Context: an optimization exercise on an open-source flow, tuned for small area, a short achievable clock period and few clock cycles per item. The choices shown serve that exercise and are no tape-out recipe. Where RTL was checked, it was by simulation tests only, not by an equivalence proof against the original. For run 7, only the layout was checked, not whether the RTL still works.

[flow/run.sh]
#!/bin/bash
# Own layout flow: the standard ORFS flow with a few settings changed.
#  - ports are buffered with a plain buffer instead of the delay buffer the
#    resizer picks by default
set -euo pipefail
export BUFFER_PORTS_ARGS="-buffer_cell sky130_fd_sc_hd__buf_1"
export SETUP_SLACK_MARGIN=6.2
export ADDER_MAP_FILE=
bash standard.sh > standard_flow.log 2>&1
[standard.sh]
#!/bin/bash
# synth_recipe.tcl (not shown) runs the flow's synth.tcl, then flattens the netlist and writes it again
# the make line also repeats each setting of config.mk as NAME=value (left out here)
make -C /OpenROAD-flow-scripts/flow DESIGN_CONFIG=/design/flow/config.mk WORK_HOME=/design/flow/orfs CLKGATE_MAP_FILE= SYNTH_SCRIPT=/design/flow/synth_recipe.tcl "${@:-finish}"
[config.mk]
export PLATFORM = sky130hd
export DESIGN_NAME = sha_256
export DESIGN_NICKNAME = sha_256
export VERILOG_FILES = /design/flow/design.v
export SDC_FILE = /design/flow/constraint.sdc
export NUM_CORES = 4
export LEC_CHECK = 0
export ABC_AREA = 1
export CAP_MARGIN = 20
export CORE_MARGIN = 2
export CORE_UTILIZATION = 40
export CTS_CLUSTER_DIAMETER = 90
export CTS_CLUSTER_SIZE = 24
export SLEW_MARGIN = 20
[constraint.sdc]
create_clock -name core_clock -period 10.0 [get_ports {i_clk}]
set_input_delay 2.0000 -clock core_clock [delete_from_list [all_inputs] [get_ports {i_clk}]]
set_output_delay 2.0000 -clock core_clock [all_outputs]
set_load 0.01 [all_outputs]
[design.v]
module sha256_counter_i (
    input wire        i_clk,
    input wire        i_rst,
    input wire        clr_i,
    input wire        cnt_i_en,
    output reg [7:0]  i
);
    always @(posedge i_clk or negedge i_rst) begin
        if (!i_rst) begin
            i <= 0;
        end else begin
            if (clr_i) i <= 0;
            else if (cnt_i_en) i <= i + 8'd1;
            else i <= i;
        end
    end
endmodule
module sha256_counter_j (
    input wire        i_clk,
    input wire        i_rst,
    input wire        clr_j,
    input wire        cnt_j_en,
    output reg [6:0]  j
);
    always @(posedge i_clk or negedge i_rst) begin
        if (!i_rst) begin
            j <= 0;
        end else begin
            if (clr_j) j <= 0;
            else if (cnt_j_en) j <= j + 7'd1;
            else j <= j;
        end
    end
endmodule
module sha256_functions (
    input  wire [5:0]  j,
    output reg  [31:0] k_j
);
    always @(*) begin
        case (j)
            6'd0: k_j = 32'h428a2f98;
            6'd1: k_j = 32'h71374491;
            6'd2: k_j = 32'hb5c0fbcf;
            6'd3: k_j = 32'he9b5dba5;
            6'd4: k_j = 32'h3956c25b;
            6'd5: k_j = 32'h59f111f1;
            6'd6: k_j = 32'h923f82a4;
            6'd7: k_j = 32'hab1c5ed5;
            6'd8: k_j = 32'hd807aa98;
            6'd9: k_j = 32'h12835b01;
            6'd10: k_j = 32'h243185be;
            6'd11: k_j = 32'h550c7dc3;
            6'd12: k_j = 32'h72be5d74;
            6'd13: k_j = 32'h80deb1fe;
            6'd14: k_j = 32'h9bdc06a7;
            6'd15: k_j = 32'hc19bf174;
            6'd16: k_j = 32'he49b69c1;
            6'd17: k_j = 32'hefbe4786;
            6'd18: k_j = 32'h0fc19dc6;
            6'd19: k_j = 32'h240ca1cc;
            6'd20: k_j = 32'h2de92c6f;
            6'd21: k_j = 32'h4a7484aa;
            6'd22: k_j = 32'h5cb0a9dc;
            6'd23: k_j = 32'h76f988da;
            6'd24: k_j = 32'h983e5152;
            6'd25: k_j = 32'ha831c66d;
            6'd26: k_j = 32'hb00327c8;
            6'd27: k_j = 32'hbf597fc7;
            6'd28: k_j = 32'hc6e00bf3;
            6'd29: k_j = 32'hd5a79147;
            6'd30: k_j = 32'h06ca6351;
            6'd31: k_j = 32'h14292967;
            6'd32: k_j = 32'h27b70a85;
            6'd33: k_j = 32'h2e1b2138;
            6'd34: k_j = 32'h4d2c6dfc;
            6'd35: k_j = 32'h53380d13;
            6'd36: k_j = 32'h650a7354;
            6'd37: k_j = 32'h766a0abb;
            6'd38: k_j = 32'h81c2c92e;
            6'd39: k_j = 32'h92722c85;
            6'd40: k_j = 32'ha2bfe8a1;
            6'd41: k_j = 32'ha81a664b;
            6'd42: k_j = 32'hc24b8b70;
            6'd43: k_j = 32'hc76c51a3;
            6'd44: k_j = 32'hd192e819;
            6'd45: k_j = 32'hd6990624;
            6'd46: k_j = 32'hf40e3585;
            6'd47: k_j = 32'h106aa070;
            6'd48: k_j = 32'h19a4c116;
            6'd49: k_j = 32'h1e376c08;
            6'd50: k_j = 32'h2748774c;
            6'd51: k_j = 32'h34b0bcb5;
            6'd52: k_j = 32'h391c0cb3;
            6'd53: k_j = 32'h4ed8aa4a;
            6'd54: k_j = 32'h5b9cca4f;
            6'd55: k_j = 32'h682e6ff3;
            6'd56: k_j = 32'h748f82ee;
            6'd57: k_j = 32'h78a5636f;
            6'd58: k_j = 32'h84c87814;
            6'd59: k_j = 32'h8cc70208;
            6'd60: k_j = 32'h90befffa;
            6'd61: k_j = 32'ha4506ceb;
            6'd62: k_j = 32'hbef9a3f7;
            default: k_j = 32'hc67178f2;
        endcase
    end
endmodule
module sha256_add (
    input  wire [31:0] x,
    input  wire [31:0] y,
    output wire [31:0] s
);
    reg [31:0] g, p;
    integer i, d;
    always @(*) begin
        g = x & y;
        p = x ^ y;
        for (d = 1; d < 32; d = d * 2)
            for (i = 2 * d - 1; i < 32; i = i + 2 * d) begin
                g[i] = g[i] | (p[i] & g[i - d]);
                p[i] = p[i] & p[i - d];
            end
        for (d = 8; d >= 1; d = d / 2)
            for (i = 3 * d - 1; i < 32; i = i + 2 * d) begin
                g[i] = g[i] | (p[i] & g[i - d]);
                p[i] = p[i] & p[i - d];
            end
    end
    assign s = x ^ y ^ {g[30:0], 1'b0};
endmodule
module sha256_scheduler (
    input  wire         clk,
    input  wire [511:0] i_block,
    input  wire [5:0]   k,
    output wire [31:0]  W_out
);
    reg [511:0] win;    
    function [31:0] sigma0(input [31:0] x);
        sigma0 = {x[6:0], x[31:7]} ^ {x[17:0], x[31:18]} ^ (x >> 3);
    endfunction
    function [31:0] sigma1(input [31:0] x);
        sigma1 = {x[16:0], x[31:17]} ^ {x[18:0], x[31:19]} ^ (x >> 10);
    endfunction
    wire [31:0] o1 = win[9*32 +: 32], o2 = win[0 +: 32];
    wire [31:0] o3 = sigma0(win[1*32 +: 32]), o4 = sigma1(win[14*32 +: 32]);
    wire [31:0] s1 = o1 ^ o2 ^ o3;
    wire [31:0] c1 = {(o1[30:0] & o2[30:0]) | (o1[30:0] & o3[30:0]) | (o2[30:0] & o3[30:0]), 1'b0};
    wire [31:0] s2 = s1 ^ c1 ^ o4;
    wire [31:0] c2 = {(s1[30:0] & c1[30:0]) | (s1[30:0] & o4[30:0]) | (c1[30:0] & o4[30:0]), 1'b0};
    wire [31:0] w_new;
    sha256_add u_add (.x(s2), .y(c2), .s(w_new));
    wire [31:0] w_blk = i_block[511 - 32*k[3:0] -: 32];
    wire [31:0] w_in  = (k[5:4] != 2'd0) ? w_new : w_blk;
    always @(posedge clk) win <= {w_in, win[511:32]};
    assign W_out = win[511:480];
endmodule
module sha_256(
    input wire i_clk,
    input wire i_rst,
    input wire i_enable,
    input [511:0] i_data,
    input [7:0] i_N,
    output reg [255:0] o_data,
    output reg o_done
);
    localparam [255:0] IV = {32'h6a09e667, 32'hbb67ae85, 32'h3c6ef372, 32'ha54ff53a,
                             32'h510e527f, 32'h9b05688c, 32'h1f83d9ab, 32'h5be0cd19};
    reg  [5:0]  k;        
    reg         fin;      
    reg         first;    
    reg  [7:0]  nrem;     
    reg         is_new;   
    reg  [31:0] a, b, c, d, e, f, g, h;
    reg  [31:0] hk;       
    wire busy   = ~o_done;
    wire [7:0] nrem_n = is_new ? i_N : nrem - 8'd1;
    wire hsh    = busy & ((k[5:1] == 5'b11111) | (k == 6'd0));
    wire [31:0] w;
    wire [31:0] k_j;
    sha256_scheduler u_scheduler (
        .clk(i_clk),
        .i_block(i_data),
        .k(k),
        .W_out(w)
    );
    sha256_functions u_functions (
        .j(k),
        .k_j(k_j)
    );
    function [31:0] CH(input [31:0] x, y, z);
        CH = (x & y) ^ (~x & z);
    endfunction
    function [31:0] MAJ(input [31:0] x, y, z);
        MAJ = (x & y) ^ (x & z) ^ (y & z);
    endfunction
    function [31:0] SIG0(input [31:0] x);
        SIG0 = {x[1:0], x[31:2]} ^ {x[12:0], x[31:13]} ^ {x[21:0], x[31:22]};
    endfunction
    function [31:0] SIG1(input [31:0] x);
        SIG1 = {x[5:0], x[31:6]} ^ {x[10:0], x[31:11]} ^ {x[24:0], x[31:25]};
    endfunction
    wire [31:0] s1 = SIG1(e);
    wire [31:0] ch = CH(e, f, g);
    wire [31:0] s0 = SIG0(a);
    wire [31:0] mj = MAJ(a, b, c);
    function [31:0] FS(input [31:0] x, y, z);
        FS = x ^ y ^ z;
    endfunction
    function [31:0] FC(input [31:0] x, y, z);
        FC = {(x[30:0] & y[30:0]) | (x[30:0] & z[30:0]) | (y[30:0] & z[30:0]), 1'b0};
    endfunction
    wire [31:0] pa1 = FS(hk, w, ch),     qa1 = FC(hk, w, ch);
    wire [31:0] pa2 = FS(s1, s0, mj),    qa2 = FC(s1, s0, mj);
    wire [31:0] pa3 = FS(pa1, qa1, pa2), qa3 = FC(pa1, qa1, pa2);
    wire [31:0] pa4 = FS(pa3, qa3, qa2), qa4 = FC(pa3, qa3, qa2);
    wire [31:0] pe1 = FS(d, hk, w),      qe1 = FC(d, hk, w);
    wire [31:0] pe2 = FS(pe1, qe1, ch),  qe2 = FC(pe1, qe1, ch);
    wire [31:0] pe3 = FS(pe2, qe2, s1),  qe3 = FC(pe2, qe2, s1);
    wire [31:0] a_n = pa4 + qa4;
    wire [31:0] e_n = pe3 + qe3;
    wire [31:0] H0 = o_data[255:224], H1 = o_data[223:192], H2 = o_data[191:160], H3 = o_data[159:128];
    wire [31:0] H4 = o_data[127:96],  H5 = o_data[95:64],   H6 = o_data[63:32],   H7 = o_data[31:0];
    wire [255:0] start = is_new ? IV : o_data;
    wire [31:0] hk_in = o_done ? (is_new ? IV[31:0] : H7) : g;
    wire [31:0] hk_n, h3a, h7e;
    sha256_add u_addk (.x(hk_in), .y(k_j), .s(hk_n));
    reg [31:0] iva, ive;
    always @(*) begin
        case ({k[5], k[0], fin})
            3'b100:  begin iva = IV[159:128]; ive = IV[31:0];  end
            3'b110:  begin iva = IV[191:160]; ive = IV[63:32]; end
            3'b000:  begin iva = IV[223:192]; ive = IV[95:64]; end
            default: begin iva = IV[255:224]; ive = IV[127:96]; end
        endcase
    end
    sha256_add u_addh (.x(first ? iva : H3), .y(a), .s(h3a));
    sha256_add u_addl (.x(first ? ive : H7), .y(e), .s(h7e));
    always @(posedge i_clk or negedge i_rst) begin
        if (!i_rst) begin
            o_done <= 1'b0;
            k      <= 6'd0;
            fin    <= 1'b0;
            first  <= 1'b0;
            nrem   <= 8'd1;
            is_new <= 1'b1;
        end else if (o_done) begin
            if (i_enable) begin
                o_done <= 1'b0;
                k      <= 6'd1;
                first  <= is_new;
                nrem   <= nrem_n;
                is_new <= (nrem_n == 8'd1);
            end
        end else if (fin) begin
            fin    <= 1'b0;
            o_done <= 1'b1;
        end else if (k == 6'd0) begin
            fin <= 1'b1;
        end else begin
            k <= k + 6'd1;
        end
    end
    always @(posedge i_clk) begin
        if (o_done) begin
            {a, b, c, d, e, f, g, h} <= start;
        end else begin
            a <= a_n; b <= a; c <= b; d <= c;
            e <= e_n; f <= e; g <= f; h <= g;
        end
        hk <= hk_n;
    end
    always @(posedge i_clk) begin
        if (hsh) begin
            o_data <= {h3a, H0, H1, H2, h7e, H4, H5, H6};
        end
    end
endmodule
==> results of run 1 <==
path summary, 6_finish.rpt:
| check | cells after the start | to | startpoint |
|---|---|---|---|
| setup / recovery | 11 | u_scheduler.win[491] | k[0] |
| hold / removal | 0 | u_scheduler.win[357] | u_scheduler.win[389] |
| setup reg to reg | 11 | u_scheduler.win[491] | k[0] |
| hold reg to reg | 0 | u_scheduler.win[357] | u_scheduler.win[389] |
| max in group asynchronous | 2 | k[1] | i_rst |
| min in group asynchronous | 2 | nrem[2] | i_rst |
sequential cells by signal (all words and copies together), names as in the netlist:
| register | flops |
|---|---|
| e | 32 |
| fin | 1 |
| o_done | 1 |
| o_data | 256 |
| c | 32 |
| nrem | 8 |
| k | 6 |
| g | 32 |
| f | 32 |
| a | 32 |
| hk | 32 |
| u_scheduler.win | 512 |
| d | 32 |
| is_new | 1 |
| first | 1 |
| b | 32 |
per-layer routing:
metal / global-route usage [%] / part of all wire, % / wire length (um) / up-vias
li1: - / - / - / 27000
met1: 46.9 / 42 / 112000 / 26900
met4: 16.3 / 5.5 / 14600 / 10
met2: 55.9 / 44 / 117000 / 2443
met3: 5.46 / 7.7 / 20400 / 481
met5: 0 / 0.022 / 57 / -
cells in the final DEF, fill, tap and decap left out, types with 33 or more instances in the layout:
| master | Yosys | routed |
|---|---|---|
| nand2_1 | 2602 | 2583 |
| inv_1 | 969 | 960 |
| buf_1 | 24 | 779 |
| dfxtp_1 | 768 | 685 |
| nor2_1 | 500 | 489 |
| nand3_1 | 487 | 476 |
| a21oi_1 | 423 | 414 |
| o21ai_0 | 308 | 290 |
| xor2_1 | 309 | 273 |
| a22oi_1 | 269 | 269 |
| edfxtp_1 | 256 | 256 |
| xnor2_1 | 166 | 158 |
| dfxtp_2 | 0 | 70 |
| nand4_1 | 64 | 64 |
| nand2_2 | 49 | 63 |
| clkbuf_16 | 0 | 62 |
| buf_4 | 19 | 61 |
| o21ai_1 | 40 | 48 |
| or2_2 | 47 | 47 |
| or2_1 | 36 | 36 |
| o22ai_1 | 40 | 35 |
| nor3_1 | 36 | 33 |
through the flow:
step	area (sq um)	setup WS [ps]	hold WS (ps)	utilization, %
after floorplan	56700	251	310	-
after global placement	61400	5510	310	43.5
final	65100	6320	310	46.2
after detailed placement	61400	5490	312	43.5
after CTS	63900	6090	292	45.3
after global routing	65100	6150	293	46.1
logic make-up (layout without fill, tap and decap cells):
| kind of cell | count (synthesis) | count (layout) |
|---|---|---|
| flops | 1042 | 1042 |
| fa+ha+maj | 1 | 1 |
| compound gates | 1282 | 1282 |
| simple gates | 3931 | 3933 |
| xor+xnor | 476 | 476 |
| buf+inv | 1217 | 1967 |
| other cells | 0 | 15 |
area by class of cell:
cell class	instances	area (sq um)	area share, %
Tap cell	1890	2360	3.63
Clock inverter	21	430	0.661
Sequential cell	1042	23700	36.4
Clock buffer	75	1560	2.39
Multi-Input combinational cell	5692	29200	44.9
Timing Repair Buffer	868	3890	5.98
Inverter	1003	3920	6.03
Antenna cell	15	37.5	0.0577
critical path: cells and delay by family (launching register included):
kind	cells	cell delay (ps)
flops	1	500
compound gates	4	890
buf+inv	5	990
simple gates	2	1070
what timing repair did:
item                                    4_1_cts  5_1_grt
hold endpoints to repair                      0        0
resized for setup                            82      260
cloned                                        2        2
endpoints found under the setup margin      251      235
hold buffers                                  0        0
pin swaps                                     5       12
setup buffers                                10       30
==> flow_summary.json, run 1 <==
{
  "io_pins": 780,
  "clock-sinks": 1042,
  "drive_gt1_share_pct": 6.94,
  "critPathSlowestCell": "nor3_1",
  "fmaxAchievable_mhz": 272,
  "synthMuxAreaShare_pct": 0,
  "initial_utilization_pct": 40.2,
  "clkSlewWorstSetupHoldPaths_ps": 100,
  "synth.most_common_cell": "nand2_1",
  "cts_buffer_depth": 3,
  "nFillCells": 14600,
  "drtIter0Drc": 5766,
  "synth_commonest_cells": "2602 x nand2_1, 969 x inv_1, 768 x dfxtp_1",
  "chipWidth_um": 380,
  "ant_nets": 0,
  "async_flop_share_pct": 1.73,
  "crit_required_ps": 10600,
  "final_hold_viol_count": 0,
  "outcome": "no timing/DRC/antenna violations",
  "min_period_ps": 3680,
  "grt_pass1_vias": 52500,
  "seq_area_frac_synth_pct": 41.5,
  "syn_inst": 7949,
  "rsz0062_at_grt": "true",
  "post-synth-top-area-cell": "dfxtp_1",
  "path_class": "reg2reg",
  "via_per_inst": 5.36,
  "syn-num-nets": 8472,
  "firstDrtPassIters": 7,
  "grt_first_pass_wirelength_um": 369000,
  "hold_path_class": "reg2reg",
  "grt_max_degree": 107,
  "crit_path_cell_trace": "buf_12, buf_8, nand2_4, clkinv_8, buf_12, buf_6, a22oi_1, a21oi_1, nor3_1, a21oi_1, o21bai_1",
  "period_share_pct": 36.8,
  "dp_hpwl_um": 217000,
  "grtUsageTotal_pct": 35.2,
  "rows": 138,
  "synthAdderAreaFrac_pct": 0.0199,
  "clock_latency_ps": 750,
  "synth-xor-area-share_pct": 7.37,
  "finClkSkew_ps": 51.9,
  "wl_per_cell_um": 24.9,
  "ys_types": 78,
  "end_kind": "flip-flop",
  "finalSetupViolations": 0,
  "finalMaxSlewViolations": 0,
  "vias": 56800,
  "synth-main-ff-cell": "dfxtp_1",
  "r2r_slack_ps": 6320,
  "slew_headroom_pct": 16.9,
  "worstMarginPinSlew_ps": 1230,
  "synth_compound_area_share_pct": 13.8,
  "syn-cell-area_sq_mm": 0.0567,
  "dieArea_sq_mm": 0.145,
  "place_congestion": 1.04,
  "postSynthAreaPerCell_sq_um": 7.13,
  "grt_overflow_total": 0,
  "arrival_ps": 4280,
  "routed_wl_um": 264000,
  "h-tree-depth": 2,
  "ys_seq_elements": 1042,
  "slowest_delay_ps": 900,
  "synth_top_family_by_area": "simple AND/OR/NAND/NOR gates",
  "synth.top_cell.area_share_pct": 27.1,
  "maxCapViolCount": 0,
  "place_inst": 10500,
  "synth_edf_count": 256,
  "yosys.area_share.simple_pct": 28.8,
  "die_h_um": 380,
  "final_net_count": 9189,
  "fin_setup_tns_ps": 0,
  "fin_cells": 10600,
  "area_growth_pct": 14.9,
  "ys_warn_count": 4,
  "cts_buffers": 59,
  "antenna_found_initial": 32,
  "yosys-top-cells-area": "dfxtp_1 27%, nand2_1 17%, edfxtp_1 14%, inv_1 6.4%, xor2_1 4.8%",
  "cp-start-kind": "flip-flop",
  "cts_root_buf": "clkbuf_16",
  "core-area_sq_mm": 0.141,
  "cts_tree": "built",
  "route.detailed.drc": 0,
  "io_buffer_count": 779,
  "worstPathMaxFanout": 72
}
Testbench counts, summed over its fixed seeds: cycles 32,274, blocks 489.
==> inputs of run 2 (changes only) <==
--- a/flow/run.sh
+++ b/flow/run.sh
@@ -5,5 +5,5 @@
 set -euo pipefail
 export BUFFER_PORTS_ARGS="-buffer_cell sky130_fd_sc_hd__buf_1"
-export SETUP_SLACK_MARGIN=6.2
+export SETUP_SLACK_MARGIN=6.35
 export ADDER_MAP_FILE=
 bash standard.sh > standard_flow.log 2>&1
==> flow_summary.json, run 2 <==
{
  "grt_overflow_total": 0,
  "synth.most_common_cell": "nand2_1",
  "via_per_inst": 5.38,
  "nFillCells": 14500,
  "firstDrtPassIters": 6,
  "chipWidth_um": 380,
  "layout_commonest_cell": "nand2_1",
  "min_from": "u_scheduler.win[389]",
  "synth.top_cell.area_share_pct": 27.1,
  "synth_edf_count": 256,
  "grt_first_pass_wirelength_um": 371000,
  "outcome": "no timing/DRC/antenna violations",
  "drive_gt1_share_pct": 8.82,
  "fmaxAchievable_mhz": 275,
  "drtIter0Drc": 5734,
  "cp_num_buf_inv": 3,
  "cp-start-kind": "flip-flop",
  "critPathSlowestCell": "dfrtp_2",
  "ys_seq_elements": 1042,
  "clock-sinks": 1042,
  "io_pins": 780,
  "clock_latency_ps": 750,
  "reg2reg_from": "k[0]",
  "cts_tree": "built",
  "postSynthAreaPerCell_sq_um": 7.13,
  "io_buffer_count": 779,
  "rows": 138,
  "finClkSkew_ps": 49.9,
  "hold_buffers": 0,
  "rsz0062_at_grt": "true",
  "hold_path_end": "u_scheduler.win[357]",
  "dp_hpwl_um": 217000,
  "final_hold_viol_count": 0,
  "worstMarginPinSlew_ps": 1130,
  "fin_setup_tns_ps": 0,
  "path_class": "reg2reg",
  "vias": 57300,
  "cts_buffer_depth": 3,
  "maxCapViolCount": 0,
  "cp_top_family": "simple AND/OR/NAND/NOR gates",
  "min_period_ps": 3640,
  "dieArea_sq_mm": 0.145,
  "place_congestion": 1.04,
  "initial_utilization_pct": 40.2,
  "syn_inst": 7949,
  "seq_area_frac_synth_pct": 41.5,
  "routed_wl_um": 267000,
  "route.detailed.drc": 0,
  "largest_reg_flops": 512,
  "ys_types": 78,
  "wl_per_cell_um": 25.0,
  "end_kind": "flip-flop",
  "async_flop_share_pct": 1.73,
  "r2r_slack_ps": 6360,
  "ant_nets": 0,
  "area_growth_pct": 16.9,
  "antenna_found_initial": 33,
  "grt_max_degree": 107,
  "largest-register": "u_scheduler.win",
  "cts_root_buf": "clkbuf_16",
  "reg_top3": "u_scheduler.win: 512 flops, o_data: 256 flops",
  "holdPathStages": 0,
  "syn-cell-area_sq_mm": 0.0567,
  "grtUsageTotal_pct": 35.3,
  "path_common_cell": "nand2_1",
  "syn-num-nets": 8472,
  "arrival_ps": 4270,
  "crit_path_cell_trace": "buf_12, nor2_4, inv_2, nand2_1, nand2_1, o21ai_0, a31oi_1, or2_1, nand2_1, inv_1, nand2_1, o21ai_0, a21oi_1, nand2_4, nand2_1, nand2_2, nand2_1, nand2_2, nand2_1, nand2_1, nand2_1, nand2_1",
  "layout.cells.most_common_list": "2568 x nand2_1, 955 x inv_1, 779 x buf_1",
  "hold_path_class": "reg2reg",
  "grt_pass1_vias": 52700,
  "ys_warn_count": 4,
  "core-area_sq_mm": 0.141,
  "finalSetupViolations": 0,
  "slew_headroom_pct": 23.9,
  "cts_buffers": 59,
  "synth-main-ff-cell": "dfxtp_1",
  "rr_endpoint": "hk[31]",
  "synth_commonest_cells": "2602 x nand2_1, 969 x inv_1, 768 x dfxtp_1",
  "crit_required_ps": 10620,
  "yosys-top-cells-area": "dfxtp_1 27%, nand2_1 17%, edfxtp_1 14%, inv_1 6.4%, xor2_1 4.8%",
  "die_h_um": 380,
  "worstPathMaxFanout": 11,
  "holdWs_ps": 309,
  "final_net_count": 9238,
  "slowest_delay_ps": 530,
  "post-synth-top-area-cell": "dfxtp_1",
  "rr_worst_depth": 22,
  "clkSlewWorstSetupHoldPaths_ps": 100,
  "h-tree-depth": 2,
  "finalMaxSlewViolations": 0,
  "period_share_pct": 36.4
}
-- run 2: cells by family after synthesis --
| logic type | synth area share [%] |
|---|---|
| buffers and inverters | 8.49 |
| xor gates and xnor gates | 7.37 |
| adders and majority gates | 0.0199 |
| and+or+nand+nor | 28.8 |
| AOI/OAI and AO/OA | 13.8 |
| DFF | 41.5 |
-- run 2: worst max-delay path by stage --
stage,from,end,slack [ps],depth (start not counted)
final,k[0],hk[31],6360,22
after CTS,k[5],o_data[127],6320,23
after global placement,first,o_data[127],5510,22
after detailed placement,first,o_data[127],5490,22
after floorplan,k[3],o_data[0],250,8
after global routing,e[31],a[29],6320,24
-- run 2: repair_timing --
item,CTS,global route
cloned,5,4
buffers inserted,20,64
endpoints found under the setup margin,289,237
resized for setup,177,358
endpoints found under the hold margin,0,0
pin swaps,8,30
-- run 2: worst reg2reg max path, cell delays in order, from the launching register on --
cell	delay, ps
dfrtp_2	530
buf_12	220
nor2_4	260
inv_2	80
nand2_1	180
nand2_1	170
o21ai_0	480
a31oi_1	200
or2_1	250
nand2_1	60
inv_1	70
nand2_1	60
o21ai_0	100
a21oi_1	250
nand2_4	110
nand2_1	90
nand2_2	70
nand2_1	70
nand2_2	60
nand2_1	90
nand2_1	50
nand2_1	50
nand2_1	50
-- run 2: final cells by class --
class	instances	area [sq um]	share of cell area, %
repair buffers	914	4370	6.59
clock buffers	75	1560	2.35
multi-input cells	5692	29800	44.9
repair inverters	3	23.8	0.0359
diodes	14	35.0	0.0529
inverters	1003	3920	5.91
flip-flops and latches	1042	23800	35.9
well taps	1890	2360	3.57
clock inverters	21	430	0.650
-- run 2: metrics by stage --
stage | cells | util (%) | area (sq um) | setup slack, ps
3_5_place_dp | 10500 | 43.5 | 61400 | 5490
3_3_place_gp | 10500 | 43.5 | 61400 | 5510
2_1_floorplan | 7949 | - | 56700 | 251
5_1_grt | 10600 | 46.9 | 66200 | 6320
6_report | 10700 | 47.0 | 66200 | 6360
4_1_cts | 10600 | 45.6 | 64300 | 6320
-- run 2: routing by layer --
metal  track usage [%]  wire [um]  part of all wire, %  up-vias
li1                  -          -                    -    27100
met1              46.9     113000                   42    27200
met2              56.2     118000                   44     2528
met3              5.53      20900                  7.8      483
met4              16.5      15400                  5.8       12
met5                 0         82                0.031        -
==> inputs of run 3 (changes only) <==
--- a/flow/run.sh
+++ b/flow/run.sh
@@ -5,5 +5,5 @@
 set -euo pipefail
 export BUFFER_PORTS_ARGS="-buffer_cell sky130_fd_sc_hd__buf_1"
-export SETUP_SLACK_MARGIN=6.35
+export SETUP_SLACK_MARGIN=6.5
 export ADDER_MAP_FILE=
 bash standard.sh > standard_flow.log 2>&1
--- a/config.mk
+++ b/config.mk
@@ -9,5 +9,5 @@
 export CAP_MARGIN = 20
 export CORE_MARGIN = 2
-export CORE_UTILIZATION = 40
+export CORE_UTILIZATION = 46
 export CTS_CLUSTER_DIAMETER = 90
 export CTS_CLUSTER_SIZE = 24
==> flow_summary.json, run 3 <==
{
  "worstPathMaxFanout": 108,
  "vias": 59400,
  "antenna_found_initial": 69,
  "syn_inst": 7949,
  "largest-register": "u_scheduler.win",
  "period_share_pct": 36.0,
  "rr_worst_depth": 9,
  "firstDrtPassIters": 7,
  "min_period_ps": 3600,
  "synth_edf_count": 256,
  "maxCapViolCount": 0,
  "cts_tree": "built",
  "r2r_slack_ps": 6400,
  "grtUsageTotal_pct": 41.7,
  "syn-num-nets": 8472,
  "syn-cell-area_sq_mm": 0.0567,
  "h-tree-depth": 2,
  "worstMarginPinSlew_ps": 1090,
  "cp-start-kind": "flip-flop",
  "cts_buffer_depth": 3,
  "synth_commonest_cells": "2602 x nand2_1, 969 x inv_1, 768 x dfxtp_1",
  "rsz0062_at_grt": "true",
  "cts_root_buf": "clkbuf_16",
  "fin_cells": 10500,
  "synth.top_cell.area_share_pct": 27.1,
  "wl_per_cell_um": 26.6,
  "drtIter0Drc": 7311,
  "outcome": "no timing/DRC/antenna violations",
  "seq_area_frac_synth_pct": 41.5,
  "cts_buffers": 55,
  "chipWidth_um": 355,
  "holdPathStages": 0,
  "grt_max_degree": 109,
  "crit_required_ps": 10330,
  "layout.area.seq_sq_mm": 0.0239,
  "finalSetupViolations": 0,
  "layout_commonest_cell": "nand2_1",
  "io_buffer_count": 779,
  "synth.most_common_cell": "nand2_1",
  "grt_overflow_total": 0,
  "hold_path_class": "reg2reg",
  "dieArea_sq_mm": 0.126,
  "via_per_inst": 5.67,
  "dp_hpwl_um": 222000,
  "yosys-top-cells-area": "dfxtp_1 27%, nand2_1 17%, edfxtp_1 14%, inv_1 6.4%, xor2_1 4.8%",
  "multi_input_area_sq_mm": 0.0309,
  "synth-main-ff-cell": "dfxtp_1",
  "path_class": "reg2reg",
  "area_growth_pct": 19.8,
  "fmaxAchievable_mhz": 278,
  "clock_latency_ps": 730,
  "routed_wl_um": 279000,
  "rows": 128,
  "core-area_sq_mm": 0.122,
  "finalMaxSlewViolations": 0,
  "io_pins": 780,
  "largest_reg_flops": 512,
  "die_h_um": 355,
  "final_net_count": 9313,
  "clkSlewWorstSetupHoldPaths_ps": 100,
  "arrival_ps": 3930,
  "async_flop_share_pct": 1.73,
  "reg2reg_from": "k[3]",
  "ys_types": 78,
  "initial_utilization_pct": 46.4,
  "grt_first_pass_wirelength_um": 375000,
  "fin_setup_tns_ps": 0,
  "hold_buffers": 0,
  "place_congestion": 1.09,
  "slew_headroom_pct": 27.5,
  "end_kind": "flip-flop",
  "finClkSkew_ps": 49.5,
  "layout.cells.most_common_list": "2511 x nand2_1, 943 x inv_1, 778 x buf_1",
  "ys_warn_count": 4,
  "rr_endpoint": "o_data[149]",
  "ant_nets": 0,
  "ys_seq_elements": 1042,
  "post-synth-top-area-cell": "dfxtp_1",
  "final_hold_viol_count": 0,
  "drive_gt1_share_pct": 12.0,
  "min_from": "u_scheduler.win[322]",
  "hold_path_end": "u_scheduler.win[290]",
  "reg_top3": "u_scheduler.win: 512 flops, o_data: 256 flops",
  "grt_pass1_vias": 53000,
  "route.detailed.drc": 0,
  "postSynthAreaPerCell_sq_um": 7.13,
  "nFillCells": 11800,
  "clock-sinks": 1042,
  "place_inst": 10200
}
run 3: area by class of cell:
type / instances / area share [%]
flip-flops and latches: 1042 / 35.2
inverters: 1003 / 5.82
clock inverters: 18 / 0.409
repair buffers: 996 / 7.81
well taps: 1625 / 3.00
diodes: 44 / 0.162
repair inverters: 2 / 0.0258
multi-input cells: 5690 / 45.5
clock buffers: 68 / 2.10
run 3: cell families after synthesis:
kind of cell,share of synthesized area [%]
AOI/OAI and AO/OA,13.8
xor gates and xnor gates,7.37
adders and majority gates,0.0199
buffers and inverters,8.49
DFF,41.5
and+or+nand+nor,28.8
run 3: through the flow:
| stage | hold WS [ps] | setup slack (ps) | instance area (sq um) | utilization [%] |
|---|---|---|---|---|
| after floorplan | 310 | 251 | 56700 | - |
| after global routing | 329 | 6350 | 67800 | 55.5 |
| after global placement | 310 | 5630 | 61000 | 50.0 |
| after CTS | 328 | 6410 | 64400 | 52.7 |
| after detailed placement | 312 | 5570 | 61000 | 50.0 |
| final | 326 | 6400 | 67900 | 55.6 |
run 3: timing repair:
action | 4_1_cts | 5_1_grt
gates resized for setup | 272 | 614
setup endpoints to repair | 310 | 254
pin swaps | 14 | 64
gates cloned | 6 | 11
buffers inserted | 46 | 114
run 3: how the worst max path moves through the flow:
| stage | start | endpoint | slack (ps) | depth (start not counted) |
|---|---|---|---|---|
| finish | k[3] | o_data[149] | 6400 | 9 |
| global route | e[13] | a[24] | 6350 | 21 |
| CTS | o_done | o_done | 6410 | 2 |
| detailed placement | k[0] | o_data[127] | 5570 | 23 |
| global placement | k[1] | hk[31] | 5630 | 25 |
| floorplan | k[3] | o_data[0] | 250 | 8 |
run 3: routing by layer:
layer,up-vias,share of wire [%],track usage [%],routed length [um]
met5,-,0.068,0,190
met4,24,7.4,24.6,20700
met2,3473,42,63.1,118000
li1,27300,-,-,-
met3,749,12,12.4,33300
met1,27900,38,52.8,107000
run 3: critical path: stages (launching register included):
cell       delay (ps)
dfrtp_2           440
buf_12            160
clkinv_16         120
nand2_8            70
buf_4             200
nor3_1            530
nand2_1           250
o41ai_4           120
buf_12            430
buf_8             540
==> inputs of run 4 (changes only) <==
--- a/config.mk
+++ b/config.mk
@@ -9,6 +9,7 @@
 export CAP_MARGIN = 20
 export CORE_MARGIN = 2
-export CORE_UTILIZATION = 46
+export CORE_UTILIZATION = 40
 export CTS_CLUSTER_DIAMETER = 90
 export CTS_CLUSTER_SIZE = 24
+export PLACE_DENSITY = 0.72
 export SLEW_MARGIN = 20
==> flow_summary.json, run 4 <==
{
  "synth-main-ff-cell": "dfxtp_1",
  "ant_nets": 0,
  "largest_reg_flops": 512,
  "end_kind": "primary output",
  "place_area_sq_mm": 0.0614,
  "final_util_pct": 48.1,
  "min_from": "u_scheduler.win[194]",
  "reg_top3": "u_scheduler.win: 512 flops, o_data: 256 flops",
  "finClkSkew_ps": 44.8,
  "io_pins": 780,
  "synth.most_common_cell": "nand2_1",
  "synth.top_cell.area_share_pct": 27.1,
  "grtUsageTotal_pct": 34.6,
  "clock_latency_ps": 730,
  "crit_required_ps": 8000,
  "cts_buffer_depth": 3,
  "async_flop_share_pct": 1.73,
  "grt_max_degree": 83,
  "ys_warn_count": 4,
  "wl_per_cell_um": 24.8,
  "final_net_count": 9288,
  "outcome": "no timing/DRC/antenna violations",
  "cts_root_buf": "clkbuf_16",
  "via_per_inst": 5.47,
  "layout_commonest_cell": "nand2_1",
  "post-synth-top-area-cell": "dfxtp_1",
  "drive_gt1_share_pct": 11.9,
  "ys_types": 78,
  "finalSetupViolations": 0,
  "startpoint": "o_done",
  "arrival_ps": 1530,
  "drtIter0Drc": 6365,
  "syn-num-nets": 8472,
  "fmaxAchievable_mhz": 283,
  "holdPathStages": 0,
  "maxCapViolCount": 0,
  "clock-sinks": 1042,
  "hold_buffers": 0,
  "reg2reg_from": "a[7]",
  "cts_tree": "built",
  "clkSlewWorstSetupHoldPaths_ps": 90,
  "chipWidth_um": 380,
  "seq_area_frac_synth_pct": 41.5,
  "routed_wl_um": 265000,
  "grt_overflow_total": 0,
  "rsz0062_at_grt": "true",
  "layout.cells.most_common_list": "2504 x nand2_1, 947 x inv_1, 778 x buf_1",
  "min_period_ps": 3530,
  "dp_hpwl_um": 211000,
  "h-tree-depth": 2,
  "place_congestion": 1.06,
  "final_hold_viol_count": 0,
  "rr_worst_depth": 21,
  "fin_area_sq_mm": 0.0679,
  "fin_setup_tns_ps": 0,
  "largest-register": "u_scheduler.win",
  "period_share_pct": 35.3,
  "grt_first_pass_wirelength_um": 365000,
  "antenna_found_initial": 34,
  "yosys-top-cells-area": "dfxtp_1 27%, nand2_1 17%, edfxtp_1 14%, inv_1 6.4%, xor2_1 4.8%",
  "holdWs_ps": 321,
  "dieArea_sq_mm": 0.145,
  "worstPathMaxFanout": 4,
  "grt_pass1_vias": 53000,
  "slew_headroom_pct": 26.6,
  "postSynthAreaPerCell_sq_um": 7.13,
  "syn_inst": 7949,
  "synth_commonest_cells": "2602 x nand2_1, 969 x inv_1, 768 x dfxtp_1",
  "finalMaxSlewViolations": 0,
  "area_growth_pct": 19.8,
  "worstMarginPinSlew_ps": 1100,
  "cts_buffers": 56,
  "cp-start-kind": "flip-flop",
  "synth_edf_count": 256,
  "route.detailed.drc": 0,
  "initial_utilization_pct": 40.2,
  "hold_path_class": "reg2reg",
  "ys_seq_elements": 1042,
  "vias": 58600,
  "firstDrtPassIters": 7,
  "syn-cell-area_sq_mm": 0.0567,
  "rows": 138,
  "io_buffer_count": 779,
  "path_class": "reg2out",
  "die_h_um": 380,
  "core-area_sq_mm": 0.141
}
[run 4: final cells by class]
type	instances	area [sq um]
flip-flops and latches	1042	23900
clock inverters	18	348
repair buffers	968	4980
multi-input cells	5691	30800
repair inverters	3	22.5
well taps	1890	2360
inverters	1003	3970
fillers	14000	73200
clock buffers	72	1480
diodes	20	50.0
[run 4: final timing paths]
path | slack (ps) | end
max | 6470 | o_done
min | 320 | u_scheduler.win[162]
max reg2reg | 6520 | a[26]
min reg2reg | 320 | u_scheduler.win[162]
max in group asynchronous | 8420 | k[2]
min in group asynchronous | 1240 | first
[run 4: worst max-delay path, stage by stage, from the launching register on]
cell	delay, ps
dfrtp_4	540
buf_16	150
buf_6	110
[run 4: through the flow]
stage / setup WS (ps) / instances
after global placement: 5220 / 10400
after detailed placement: 5580 / 10400
final: 6470 / 10700
after global routing: 6400 / 10700
after CTS: 6420 / 10600
after floorplan: 251 / 7949
[run 4: cells by family after synthesis]
logic type                 Yosys count  share of synthesized area (%)
adders and majority gates            1                         0.0199
buffers and inverters             1217                           8.49
and+or+nand+nor                   3931                           28.8
DFF                               1042                           41.5
xor gates and xnor gates           476                           7.37
AOI/OAI and AO/OA                 1282                           13.8
[run 4: metal layers]
metal	vias to the layer above	track usage (%)	share of wire, %
met3	622	5.86	9.3
met1	27600	44.7	40
met5	-	0	0.020
met4	8	19.6	7.0
met2	3177	54.5	44
li1	27200	-	-
[run 4: what timing repair did]
action	4_1_cts	5_1_grt
hold endpoints to repair	0	0
pin swaps	17	65
cloned	8	10
endpoints found under the setup margin	401	171
gates resized for setup	247	618
setup buffers	48	84
==> inputs of run 5 (changes only) <==
--- a/config.mk
+++ b/config.mk
@@ -12,4 +12,3 @@
 export CTS_CLUSTER_DIAMETER = 90
 export CTS_CLUSTER_SIZE = 24
-export PLACE_DENSITY = 0.72
 export SLEW_MARGIN = 20
==> flow_summary.json, run 5 <==
{
  "outcome": "no timing/DRC/antenna violations",
  "rsz0062_at_grt": "true",
  "clock-sinks": 1042,
  "holdWs_ps": 311,
  "fin_cells": 10700,
  "end_kind": "primary output",
  "cts_buffers": 59,
  "cp_num_buf_inv": 1,
  "grtUsageTotal_pct": 35.5,
  "dieArea_sq_mm": 0.145,
  "layout.cells.most_common_list": "2512 x nand2_1, 945 x inv_1, 778 x buf_1",
  "h-tree-depth": 2,
  "syn-cell-area_sq_mm": 0.0567,
  "final_net_count": 9326,
  "crit_required_ps": 8000,
  "cts_buffer_depth": 3,
  "rows": 138,
  "grt_use_met2_pct": 56.4,
  "place_inst": 10500,
  "use_met3_pct": 5.72,
  "reg_top3": "u_scheduler.win: 512 flops, o_data: 256 flops",
  "die_h_um": 380,
  "worstMarginPinSlew_ps": 1100,
  "synth.top_cell.area_share_pct": 27.1,
  "ys_seq_elements": 1042,
  "arrival_ps": 1500,
  "firstDrtPassIters": 8,
  "met1_usage_pct": 47.1,
  "initial_utilization_pct": 40.2,
  "grt_pass1_vias": 53000,
  "io_buffer_count": 779,
  "via_per_inst": 5.40,
  "synth_edf_count": 256,
  "finalSetupViolations": 0,
  "fin_setup_tns_ps": 0,
  "ys_types": 78,
  "clock_latency_ps": 760,
  "antenna_found_initial": 40,
  "critPathSlowestCell": "edfxtp_1",
  "seq_area_frac_synth_pct": 41.5,
  "drive_gt1_share_pct": 12.2,
  "cts_root_buf": "clkbuf_16",
  "synth_commonest_cells": "2602 x nand2_1, 969 x inv_1, 768 x dfxtp_1",
  "finalMaxSlewViolations": 0,
  "largest_reg_flops": 512,
  "slew_headroom_pct": 26.0,
  "cp-start-kind": "flip-flop",
  "cts_tree": "built",
  "cp_top_family": "flip-flops",
  "syn-num-nets": 8472,
  "postSynthAreaPerCell_sq_um": 7.13,
  "core-area_sq_mm": 0.141,
  "hold_path_class": "reg2reg",
  "ant_nets": 0,
  "place_congestion": 1.04,
  "synth.most_common_cell": "nand2_1",
  "ys_warn_count": 4,
  "slowest_delay_ps": 530,
  "final_hold_viol_count": 0,
  "grt_busiest_layer": "met2",
  "drtIter0Drc": 5848,
  "fmaxAchievable_mhz": 286,
  "chipWidth_um": 380,
  "worstPathMaxFanout": 3,
  "path_class": "reg2out",
  "finClkSkew_ps": 58.1,
  "area_growth_pct": 20.6,
  "min_period_ps": 3500,
  "dp_hpwl_um": 217000,
  "final_util_pct": 48.5,
  "layout_commonest_cell": "nand2_1",
  "syn_inst": 7949,
  "routed_wl_um": 270000,
  "grt_max_degree": 107,
  "async_flop_share_pct": 1.73,
  "period_share_pct": 35.0,
  "post-synth-top-area-cell": "dfxtp_1",
  "route.detailed.drc": 0,
  "synth-main-ff-cell": "dfxtp_1",
  "yosys-top-cells-area": "dfxtp_1 27%, nand2_1 17%, edfxtp_1 14%, inv_1 6.4%, xor2_1 4.8%",
  "grt_overflow_total": 0,
  "grt_first_pass_wirelength_um": 372000,
  "maxCapViolCount": 0,
  "largest-register": "u_scheduler.win",
  "vias": 58000,
  "crit_path_cell_trace": "buf_1",
  "wl_per_cell_um": 25.1,
  "io_pins": 780,
  "clkSlewWorstSetupHoldPaths_ps": 100
}
## run 5: what timing repair did
action                                  4_1_cts  5_1_grt
endpoints found under the setup margin      321      246
gates cloned                                  7        9
pin swaps                                    12       88
setup buffers                                50      115
resized for setup                           293      599
hold buffers                                  0        0
## run 5: kinds of logic (layout without fill, tap and decap cells)
logic type | after synthesis | count (layout) | share of synthesized area (%)
AND/OR/NAND/NOR | 3931 | 3933 | 28.8
AO/OA/AOI/OAI | 1282 | 1282 | 13.8
buffers and inverters | 1217 | 2104 | 8.49
flip-flops | 1042 | 1042 | 41.5
XOR/XNOR | 476 | 476 | 7.37
adder cells (fa/ha/maj) | 1 | 1 | 0.0199
other | 0 | 19 | 0
## run 5: metal layers
metal	vias up	share of wire, %
met5	-	0.030
met4	14	6.2
met3	538	8.0
met2	2640	44
met1	27500	42
li1	27300	-
## run 5: worst paths after layout
kind                       slack [ps]  depth (start not counted)            startpoint                    to
min reg2reg                       310                          0  u_scheduler.win[389]  u_scheduler.win[357]
max                              6500                          1             o_data[7]             o_data[7]
min                               310                          0  u_scheduler.win[389]  u_scheduler.win[357]
max reg2reg                      6510                          9                  k[0]  u_scheduler.win[491]
min in group asynchronous        1250                          2                 i_rst               nrem[6]
max in group asynchronous        8410                          2                 i_rst                  k[1]
## run 5: final cells by class
type / instances / area [sq um]
clock inverter: 21 / 430
multi-input combinational: 5692 / 30900
timing repair inverter: 5 / 42.5
fill: 14300 / 72700
antenna: 19 / 47.5
inverter: 1003 / 3960
timing repair buffer: 1000 / 5190
tap: 1890 / 2360
sequential: 1042 / 23900
clock buffer: 75 / 1560
## run 5: per-stage QoR
step                area, sq um  worst slack (ps)
floorplan                 56700               251
global placement          61400              5510
detailed placement        61400              5490
CTS                       65000              6470
global route              68300              6430
finish                    68400              6500
==> inputs of run 6 (changes only) <==
==> run.sh (new file) <==
#!/bin/bash
# synth_recipe.tcl (not shown) runs the flow's synth.tcl, then flattens the netlist and writes it again
# the make line also repeats each setting of config.mk as NAME=value (left out here)
make -C /OpenROAD-flow-scripts/flow DESIGN_CONFIG=/design/flow/config.mk WORK_HOME=/design/flow/orfs CLKGATE_MAP_FILE= SYNTH_SCRIPT=/design/flow/synth_recipe.tcl finish
--- a/config.mk
+++ b/config.mk
@@ -12,3 +12,4 @@
 export CTS_CLUSTER_DIAMETER = 90
 export CTS_CLUSTER_SIZE = 24
+export SETUP_SLACK_MARGIN = 5
 export SLEW_MARGIN = 20
removed: flow/run.sh
removed: standard.sh
==> flow_summary.json, run 6 <==
{
  "fin_area_sq_mm": 0.0650,
  "syn_inst": 5681,
  "period_share_pct": 49.7,
  "critPathSlowestCell": "nor3_1",
  "largest-register": "u_scheduler.win",
  "finClkSkew_ps": 39.0,
  "antenna_found_initial": 25,
  "io_buffer_count": 779,
  "vias": 44000,
  "finalSetupViolations": 0,
  "layout.cells.most_common_list": "936 x inv_1, 839 x nand2_1, 779 x clkdlybuf4s50_1",
  "path_depth": 20,
  "initial_utilization_pct": 40.3,
  "final_net_count": 7450,
  "slowest_delay_ps": 620,
  "die_h_um": 368,
  "end_kind": "flip-flop",
  "outcome": "no timing/DRC/antenna violations",
  "area_growth_pct": 22.8,
  "drive_gt1_share_pct": 4.17,
  "drtIter0Drc": 4085,
  "ys_warn_count": 4,
  "worstMarginPinSlew_ps": 1280,
  "largest_reg_flops": 512,
  "arrival_ps": 5580,
  "ant_nets": 0,
  "synth.most_common_cell": "inv_1",
  "io_pins": 780,
  "dieArea_sq_mm": 0.135,
  "yosys-top-cells-area": "dfxtp_1 29%, edfxtp_1 15%, fa_1 13%, inv_1 6.7%, nand2_1 6.0%",
  "core-area_sq_mm": 0.131,
  "synth.top_cell.area_share_pct": 29.0,
  "via_per_inst": 5.37,
  "holdWs_ps": 326,
  "hold_path_class": "reg2reg",
  "clock_latency_ps": 720,
  "slew_headroom_pct": 13.5,
  "min_period_ps": 4970,
  "synth_commonest_cells": "944 x inv_1, 847 x nand2_1, 768 x dfxtp_1",
  "cp_top_family": "compound AO/OA/AOI/OAI gates",
  "cts_buffers": 55,
  "crit_required_ps": 10600,
  "syn-num-nets": 6741,
  "final_hold_viol_count": 0,
  "place_area_sq_mm": 0.0626,
  "nFillCells": 12400,
  "clkSlewWorstSetupHoldPaths_ps": 100,
  "rows": 133,
  "h-tree-depth": 2,
  "cp-start-kind": "flip-flop",
  "ys_types": 55,
  "rsz0062_at_grt": "true",
  "post-synth-top-area-cell": "dfxtp_1",
  "ys_seq_elements": 1042,
  "grt_overflow_total": 0,
  "place_inst": 8070,
  "grt_max_degree": 105,
  "wl_per_cell_um": 30.1,
  "crit_path_cell_trace": "buf_6, inv_4, o21ai_0, o22ai_1, a31oi_1, a21oi_1, nor3_1, ha_1, nand4_1, a21oi_1, nor2_1, nand2_1, nand2_1, nand2_1, nand2_1, nand2_1, fa_1, xnor2_1, xnor2_1, inv_1",
  "fin_cells": 8200,
  "rr_worst_depth": 20,
  "routed_wl_um": 247000,
  "cts_root_buf": "clkbuf_16",
  "grt_first_pass_wirelength_um": 340000,
  "synth-main-ff-cell": "dfxtp_1",
  "async_flop_share_pct": 1.73,
  "postSynthAreaPerCell_sq_um": 9.32,
  "maxCapViolCount": 0,
  "fin_setup_tns_ps": 0,
  "cp_num_buf_inv": 3,
  "reg_top3": "u_scheduler.win: 512 flops, o_data: 256 flops",
  "dp_slack_ps": 4120,
  "chipWidth_um": 368,
  "final_util_pct": 49.5,
  "worstPathMaxFanout": 36,
  "clock-sinks": 1042,
  "layout_commonest_cell": "inv_1",
  "path_class": "reg2reg",
  "synth_edf_count": 256,
  "grt_pass1_vias": 44500,
  "route.detailed.drc": 0,
  "cts_buffer_depth": 3,
  "grtUsageTotal_pct": 36.0,
  "syn-cell-area_sq_mm": 0.0529,
  "holdPathStages": 0,
  "finalMaxSlewViolations": 0,
  "dp_hpwl_um": 202000,
  "cts_tree": "built",
  "firstDrtPassIters": 6,
  "path_common_cell": "nand2_1",
  "place_congestion": 1.00,
  "fmaxAchievable_mhz": 201,
  "final.setup.worst_slack_ps": 5030,
  "seq_area_frac_synth_pct": 44.4
}
## run 6: timing repair
action / CTS / global route
endpoints found under the setup margin: 65 / 38
gates resized for setup: 45 / 86
setup buffers: 10 / 4
cloned: 1 / 0
hold buffers: 0 / 0
pin swaps: 2 / 9
## run 6: cell type report
cell class | instances | area [sq um] | area share [%]
Multi-Input combinational cell | 3484 | 25400 | 39.1
Sequential cell | 1042 | 23600 | 36.2
Timing Repair Buffer | 855 | 8440 | 13.0
Inverter | 952 | 3610 | 5.55
Tap cell | 1755 | 2200 | 3.38
Clock buffer | 74 | 1470 | 2.26
Clock inverter | 18 | 292 | 0.448
Antenna cell | 20 | 50.0 | 0.0770
## run 6: layer usage
layer	up-vias	GRT usage, %	routed length (um)
li1	19800	-	-
met1	21800	39.7	88800
met2	1810	61.4	120000
met3	584	6.69	15700
met4	12	27.5	22800
met5	-	0	75
## run 6: worst register-to-register path: cells and delay by family (launching register included)
| kind | cells | cell delay, ps |
|---|---|---|
| XOR/XNOR | 2 | 340 |
| AO/OA/AOI/OAI | 5 | 1430 |
| AND/OR/NAND/NOR | 8 | 1340 |
| adder cells (fa/ha/maj) | 2 | 810 |
| flip-flops | 1 | 350 |
| buffers and inverters | 3 | 620 |
## run 6: final timing paths
| kind | slack (ps) | endpoint | startpoint |
|---|---|---|---|
| hold / removal | 330 | u_scheduler.win[395] | u_scheduler.win[427] |
| hold reg to reg | 330 | u_scheduler.win[395] | u_scheduler.win[427] |
| min in group asynchronous | 1640 | first | i_rst |
| setup / recovery | 5030 | hk[31] | k[2] |
| setup reg to reg | 5030 | hk[31] | k[2] |
| max in group asynchronous | 8070 | is_new | i_rst |
## run 6: cells by family (layout without fill, tap and decap cells)
group / count (synthesis) / count (layout) / share of synthesized area, %
AO/OA/AOI/OAI: 1198 / 1198 / 13.5
buffers and inverters: 1156 / 1899 / 8.38
adder cells (fa/ha/maj): 537 / 537 / 17.5
other: 0 / 20 / 0
AND/OR/NAND/NOR: 1430 / 1431 / 11.0
flip-flops: 1042 / 1042 / 44.4
XOR/XNOR: 318 / 318 / 5.26
==> inputs of run 7 (changes only) <==
--- a/design.v
+++ b/design.v
@@ -106,27 +106,4 @@
     end
 endmodule
-module sha256_add (
-    input  wire [31:0] x,
-    input  wire [31:0] y,
-    output wire [31:0] s
-);
-    reg [31:0] g, p;
-    integer i, d;
-    always @(*) begin
-        g = x & y;
-        p = x ^ y;
-        for (d = 1; d < 32; d = d * 2)
-            for (i = 2 * d - 1; i < 32; i = i + 2 * d) begin
-                g[i] = g[i] | (p[i] & g[i - d]);
-                p[i] = p[i] & p[i - d];
-            end
-        for (d = 8; d >= 1; d = d / 2)
-            for (i = 3 * d - 1; i < 32; i = i + 2 * d) begin
-                g[i] = g[i] | (p[i] & g[i - d]);
-                p[i] = p[i] & p[i - d];
-            end
-    end
-    assign s = x ^ y ^ {g[30:0], 1'b0};
-endmodule
 module sha256_scheduler (
     input  wire         clk,
@@ -142,12 +119,6 @@
         sigma1 = {x[16:0], x[31:17]} ^ {x[18:0], x[31:19]} ^ (x >> 10);
     endfunction
-    wire [31:0] o1 = win[9*32 +: 32], o2 = win[0 +: 32];
-    wire [31:0] o3 = sigma0(win[1*32 +: 32]), o4 = sigma1(win[14*32 +: 32]);
-    wire [31:0] s1 = o1 ^ o2 ^ o3;
-    wire [31:0] c1 = {(o1[30:0] & o2[30:0]) | (o1[30:0] & o3[30:0]) | (o2[30:0] & o3[30:0]), 1'b0};
-    wire [31:0] s2 = s1 ^ c1 ^ o4;
-    wire [31:0] c2 = {(s1[30:0] & c1[30:0]) | (s1[30:0] & o4[30:0]) | (c1[30:0] & o4[30:0]), 1'b0};
-    wire [31:0] w_new;
-    sha256_add u_add (.x(s2), .y(c2), .s(w_new));
+    wire [31:0] w_new = sigma1(win[14*32 +: 32]) + win[9*32 +: 32] +
+                        sigma0(win[1*32 +: 32]) + win[0 +: 32];
     wire [31:0] w_blk = i_block[511 - 32*k[3:0] -: 32];
     wire [31:0] w_in  = (k[5:4] != 2'd0) ? w_new : w_blk;
@@ -170,9 +141,8 @@
     reg         first;    
     reg  [7:0]  nrem;     
-    reg         is_new;   
     reg  [31:0] a, b, c, d, e, f, g, h;
     reg  [31:0] hk;       
     wire busy   = ~o_done;
-    wire [7:0] nrem_n = is_new ? i_N : nrem - 8'd1;
+    wire is_new = (nrem == 8'd1);
     wire hsh    = busy & ((k[5:1] == 5'b11111) | (k == 6'd0));
     wire [31:0] w;
@@ -204,36 +174,9 @@
     wire [31:0] s0 = SIG0(a);
     wire [31:0] mj = MAJ(a, b, c);
-    function [31:0] FS(input [31:0] x, y, z);
-        FS = x ^ y ^ z;
-    endfunction
-    function [31:0] FC(input [31:0] x, y, z);
-        FC = {(x[30:0] & y[30:0]) | (x[30:0] & z[30:0]) | (y[30:0] & z[30:0]), 1'b0};
-    endfunction
-    wire [31:0] pa1 = FS(hk, w, ch),     qa1 = FC(hk, w, ch);
-    wire [31:0] pa2 = FS(s1, s0, mj),    qa2 = FC(s1, s0, mj);
-    wire [31:0] pa3 = FS(pa1, qa1, pa2), qa3 = FC(pa1, qa1, pa2);
-    wire [31:0] pa4 = FS(pa3, qa3, qa2), qa4 = FC(pa3, qa3, qa2);
-    wire [31:0] pe1 = FS(d, hk, w),      qe1 = FC(d, hk, w);
-    wire [31:0] pe2 = FS(pe1, qe1, ch),  qe2 = FC(pe1, qe1, ch);
-    wire [31:0] pe3 = FS(pe2, qe2, s1),  qe3 = FC(pe2, qe2, s1);
-    wire [31:0] a_n = pa4 + qa4;
-    wire [31:0] e_n = pe3 + qe3;
+    wire [31:0] a_n = hk + w + s1 + ch + s0 + mj;
+    wire [31:0] e_n = d + hk + w + s1 + ch;
     wire [31:0] H0 = o_data[255:224], H1 = o_data[223:192], H2 = o_data[191:160], H3 = o_data[159:128];
     wire [31:0] H4 = o_data[127:96],  H5 = o_data[95:64],   H6 = o_data[63:32],   H7 = o_data[31:0];
     wire [255:0] start = is_new ? IV : o_data;
-    wire [31:0] hk_in = o_done ? (is_new ? IV[31:0] : H7) : g;
-    wire [31:0] hk_n, h3a, h7e;
-    sha256_add u_addk (.x(hk_in), .y(k_j), .s(hk_n));
-    reg [31:0] iva, ive;
-    always @(*) begin
-        case ({k[5], k[0], fin})
-            3'b100:  begin iva = IV[159:128]; ive = IV[31:0];  end
-            3'b110:  begin iva = IV[191:160]; ive = IV[63:32]; end
-            3'b000:  begin iva = IV[223:192]; ive = IV[95:64]; end
-            default: begin iva = IV[255:224]; ive = IV[127:96]; end
-        endcase
-    end
-    sha256_add u_addh (.x(first ? iva : H3), .y(a), .s(h3a));
-    sha256_add u_addl (.x(first ? ive : H7), .y(e), .s(h7e));
     always @(posedge i_clk or negedge i_rst) begin
         if (!i_rst) begin
@@ -243,5 +186,4 @@
             first  <= 1'b0;
             nrem   <= 8'd1;
-            is_new <= 1'b1;
         end else if (o_done) begin
             if (i_enable) begin
@@ -249,6 +191,5 @@
                 k      <= 6'd1;
                 first  <= is_new;
-                nrem   <= nrem_n;
-                is_new <= (nrem_n == 8'd1);
+                nrem   <= is_new ? i_N : nrem - 8'd1;
             end
         end else if (fin) begin
@@ -264,14 +205,17 @@
         if (o_done) begin
             {a, b, c, d, e, f, g, h} <= start;
+            hk <= (is_new ? IV[31:0] : H7) + k_j;
         end else begin
             a <= a_n; b <= a; c <= b; d <= c;
             e <= e_n; f <= e; g <= f; h <= g;
-        end
-        hk <= hk_n;
+            hk <= g + k_j;
+        end
     end
     always @(posedge i_clk) begin
-        if (hsh) begin
-            o_data <= {h3a, H0, H1, H2, h7e, H4, H5, H6};
-        end
-    end
-endmodule
+        if (busy & first & (k == 6'd1)) begin
+            o_data <= IV;
+        end else if (hsh) begin
+            o_data <= {H3 + a, H0, H1, H2, H7 + e, H4, H5, H6};
+        end
+    end
+endmodule
--- a/config.mk
+++ b/config.mk
@@ -6,10 +6,6 @@
 export NUM_CORES = 4
 export LEC_CHECK = 0
-export ABC_AREA = 1
 export CAP_MARGIN = 20
 export CORE_MARGIN = 2
 export CORE_UTILIZATION = 40
-export CTS_CLUSTER_DIAMETER = 90
-export CTS_CLUSTER_SIZE = 24
-export SETUP_SLACK_MARGIN = 5
 export SLEW_MARGIN = 20
==> flow_summary.json, run 7 <==
{
  "outcome": "no timing/DRC/antenna violations",
  "fmaxAchievable_mhz": 161,
  "clock_latency_ps": 730,
  "cts_tree": "built",
  "arrival_ps": 6830,
  "final_net_count": 7270,
  "hold_path_end": "u_scheduler.win[38]",
  "h-tree-depth": 3,
  "slew_headroom_pct": 22.8,
  "drtIter0Drc": 4928,
  "slowest_delay_ps": 890,
  "path_class": "reg2reg",
  "place_congestion": 0.991,
  "r2r_slack_ps": 3790,
  "met1_usage_pct": 50.4,
  "area_growth_pct": 23.8,
  "holdPathStages": 0,
  "use_met3_pct": 5.67,
  "grtUsageTotal_pct": 33.4,
  "rsz0062_at_grt": "false",
  "largest-register": "u_scheduler.win",
  "post_cts_buffers": 0,
  "ys_seq_elements": 1041,
  "ys_warn_count": 3,
  "cts_buffers": 101,
  "chipWidth_um": 372,
  "cp-start-kind": "flip-flop",
  "yosys-top-cells-area": "dfxtp_1 38%, fa_1 9.4%, mux4_2 7.1%, ha_1 5.7%, xnor2_1 5.1%",
  "holdWs_ps": 303,
  "layout.area.seq_sq_mm": 0.0209,
  "core-area_sq_mm": 0.134,
  "grt_pass1_vias": 42500,
  "synth-main-ff-cell": "dfxtp_1",
  "vias": 44900,
  "multi_input_area_sq_mm": 0.0303,
  "synth_edf_count": 0,
  "final_hold_viol_count": 0,
  "seq_area_frac_synth_pct": 38.7,
  "rr_worst_depth": 18,
  "finalSetupViolations": 0,
  "crit_required_ps": 10620,
  "wl_per_cell_um": 29.1,
  "hold_path_class": "reg2reg",
  "drive_gt1_share_pct": 7.25,
  "synth.most_common_cell": "dfxtp_1",
  "cts_buffer_depth": 3,
  "syn-cell-area_sq_mm": 0.0541,
  "grt_busiest_layer": "met1",
  "reg2reg_from": "k[0]",
  "grt_overflow_total": 0,
  "nFillCells": 12300,
  "cts_root_buf": "clkbuf_16",
  "min_period_ps": 6210,
  "ys_types": 91,
  "synth_commonest_cells": "1024 x dfxtp_1, 710 x nand2_1, 445 x a21oi_1",
  "antenna_found_initial": 43,
  "async_flop_share_pct": 1.63,
  "grt_first_pass_wirelength_um": 327000,
  "finClkSkew_ps": 42.3,
  "clock-sinks": 1041,
  "dp_hpwl_um": 190000,
  "reg_top3": "u_scheduler.win: 512 flops, o_data: 256 flops",
  "initial_utilization_pct": 40.4,
  "largest_reg_flops": 512,
  "post-synth-top-area-cell": "dfxtp_1",
  "period_share_pct": 62.1,
  "worstPathMaxFanout": 36,
  "cts_resized": 0,
  "layout.cells.most_common_list": "1024 x dfxtp_1, 779 x clkdlybuf4s50_1, 710 x nand2_1",
  "clkSlewWorstSetupHoldPaths_ps": 70,
  "rr_endpoint": "hk[30]",
  "route.detailed.drc": 0,
  "layout_commonest_cell": "dfxtp_1",
  "end_kind": "flip-flop",
  "postSynthAreaPerCell_sq_um": 9.55,
  "grt_use_met2_pct": 50.3,
  "grt_max_degree": 145,
  "die_h_um": 372,
  "min_from": "u_scheduler.win[70]",
  "syn_inst": 5663,
  "synth.top_cell.area_share_pct": 37.9,
  "routed_wl_um": 236000,
  "dieArea_sq_mm": 0.138,
  "io_pins": 780,
  "critPathSlowestCell": "dfrtp_4",
  "syn-num-nets": 6685,
  "crit_path_cell_trace": "clkinv_1, ha_1, nand2_1, and3_1, o311ai_0, o21a_1, inv_1, fa_1, nor2b_1, o2111ai_1, a31oi_1, o221a_2, a221o_1, o211ai_2, a211oi_1, a311o_1, a21oi_2, xnor2_1",
  "fin_setup_tns_ps": 0,
  "finalMaxSlewViolations": 0,
  "maxCapViolCount": 0,
  "worstMarginPinSlew_ps": 1150,
  "hold_buffers": 0,
  "rows": 134,
  "io_buffer_count": 779,
  "ant_nets": 0,
  "firstDrtPassIters": 6,
  "via_per_inst": 5.53
}
## run 7: metal layers
metal / wire length, um / part of all wire (%)
met5: 0 / 0
met3: 17200 / 7.3
met2: 103000 / 43
met4: 4710 / 2.0
met1: 112000 / 47
## run 7: metrics by stage
stage | utilization [%] | worst slack [ps] | instances | cell area, sq um
after detailed placement | 47.3 | 3900 | 7913 | 63300
after floorplan | - | 4790 | 5663 | 54100
after global placement | 47.3 | 3850 | 7913 | 63300
after CTS | 50.0 | 3880 | 8101 | 67000
final | 50.1 | 3790 | 8112 | 67000
after global routing | 50.1 | 3460 | 8103 | 67000
## run 7: how the worst max path moves through the flow
| stage | start | endpoint | slack, ps | depth (start not counted) |
|---|---|---|---|---|
| 2_1_floorplan | k[2] | hk[30] | 4790 | 19 |
| 3_3_place_gp | k[0] | hk[30] | 3850 | 19 |
| 3_5_place_dp | k[0] | hk[30] | 3900 | 18 |
| 4_1_cts | k[0] | hk[30] | 3880 | 18 |
| 5_1_grt | k[0] | hk[30] | 3460 | 18 |
| 6_report | k[0] | hk[30] | 3790 | 18 |
## run 7: cell type report
class,count,share of cell area [%]
multi-input combinational,3853,45.3
sequential,1041,31.3
timing repair buffer,819,12.1
clock buffer,135,4.34
tap,1768,3.30
inverter,432,2.42
clock inverter,53,1.18
antenna,11,0.0411
## run 7: worst max-delay path, delay by kind of cell, from the launching register on
kind / cells / cell delay, ps
AOI/OAI and AO/OA: 10 / 2380
adders and majority gates: 2 / 1220
and+or+nand+nor: 3 / 900
DFF: 1 / 890
buffers and inverters: 2 / 600
xor gates and xnor gates: 1 / 120
## run 7: cells by family (layout without fill, tap and decap cells)
kind of cell | count (synthesis) | after routing | share of synthesized area, %
xor+xnor | 445 | 445 | 7.20
simple gates | 1474 | 1474 | 11.5
fa+ha+maj | 506 | 506 | 15.2
other cells | 0 | 11 | 0
buf+inv | 769 | 1439 | 5.35
flops | 1041 | 1041 | 38.7
mux | 215 | 215 | 7.98
compound gates | 1213 | 1213 | 14.1

## afterwards: timing with drivers on the ports
Ports are ideal in the flow. The routed layouts listed here were re-timed in OpenROAD. Step 1: set_driving_cell puts a clkbuf_16 on i_clk and a buf_2 on each other input, an assumption about the parent block. Step 2 also shifts input and output timing later by t, the mid clock arrival at the registers, as if the neighbouring blocks saw the same clock. Three values: ideal ports, drivers, drivers and shift; two values: the first two.
run | shift t [ns] | setup WS [ns] | worst setup path at the end | clock arrival spread, ns | worst register clock-pin slew, ns
run 1 | 0.809 | 6.318 / 6.298 / 5.700 | input to register | 0.060 / 0.059 | 0.11 / 0.11
run 2 | 0.810 | 6.357 / 6.357 / 5.722 | input to register | 0.057 / 0.057 | 0.11 / 0.11
run 3 | 0.788 | 6.399 / 6.345 / 5.832 | input to register | 0.054 / 0.054 | 0.11 / 0.11
run 4 | 0.796 | 6.472 / 6.386 / 6.004 | input to register | 0.045 / 0.045 | 0.10 / 0.10
run 5 | 0.815 | 6.501 / 6.413 / 5.998 | input to register | 0.065 / 0.065 | 0.11 / 0.11
run 6 | 0.780 | 5.025 / 5.025 / 5.025 | register to register | 0.040 / 0.039 | 0.10 / 0.10
run 7 | 0.796 | 3.792 / 3.792 / 3.792 | register to register | 0.043 / 0.043 | 0.08 / 0.08
After both steps every run listed still meets setup and hold. For run 2, which loses most, drivers alone change the setup slack by 0.000 ns; drivers and shift together by -0.635 ns.
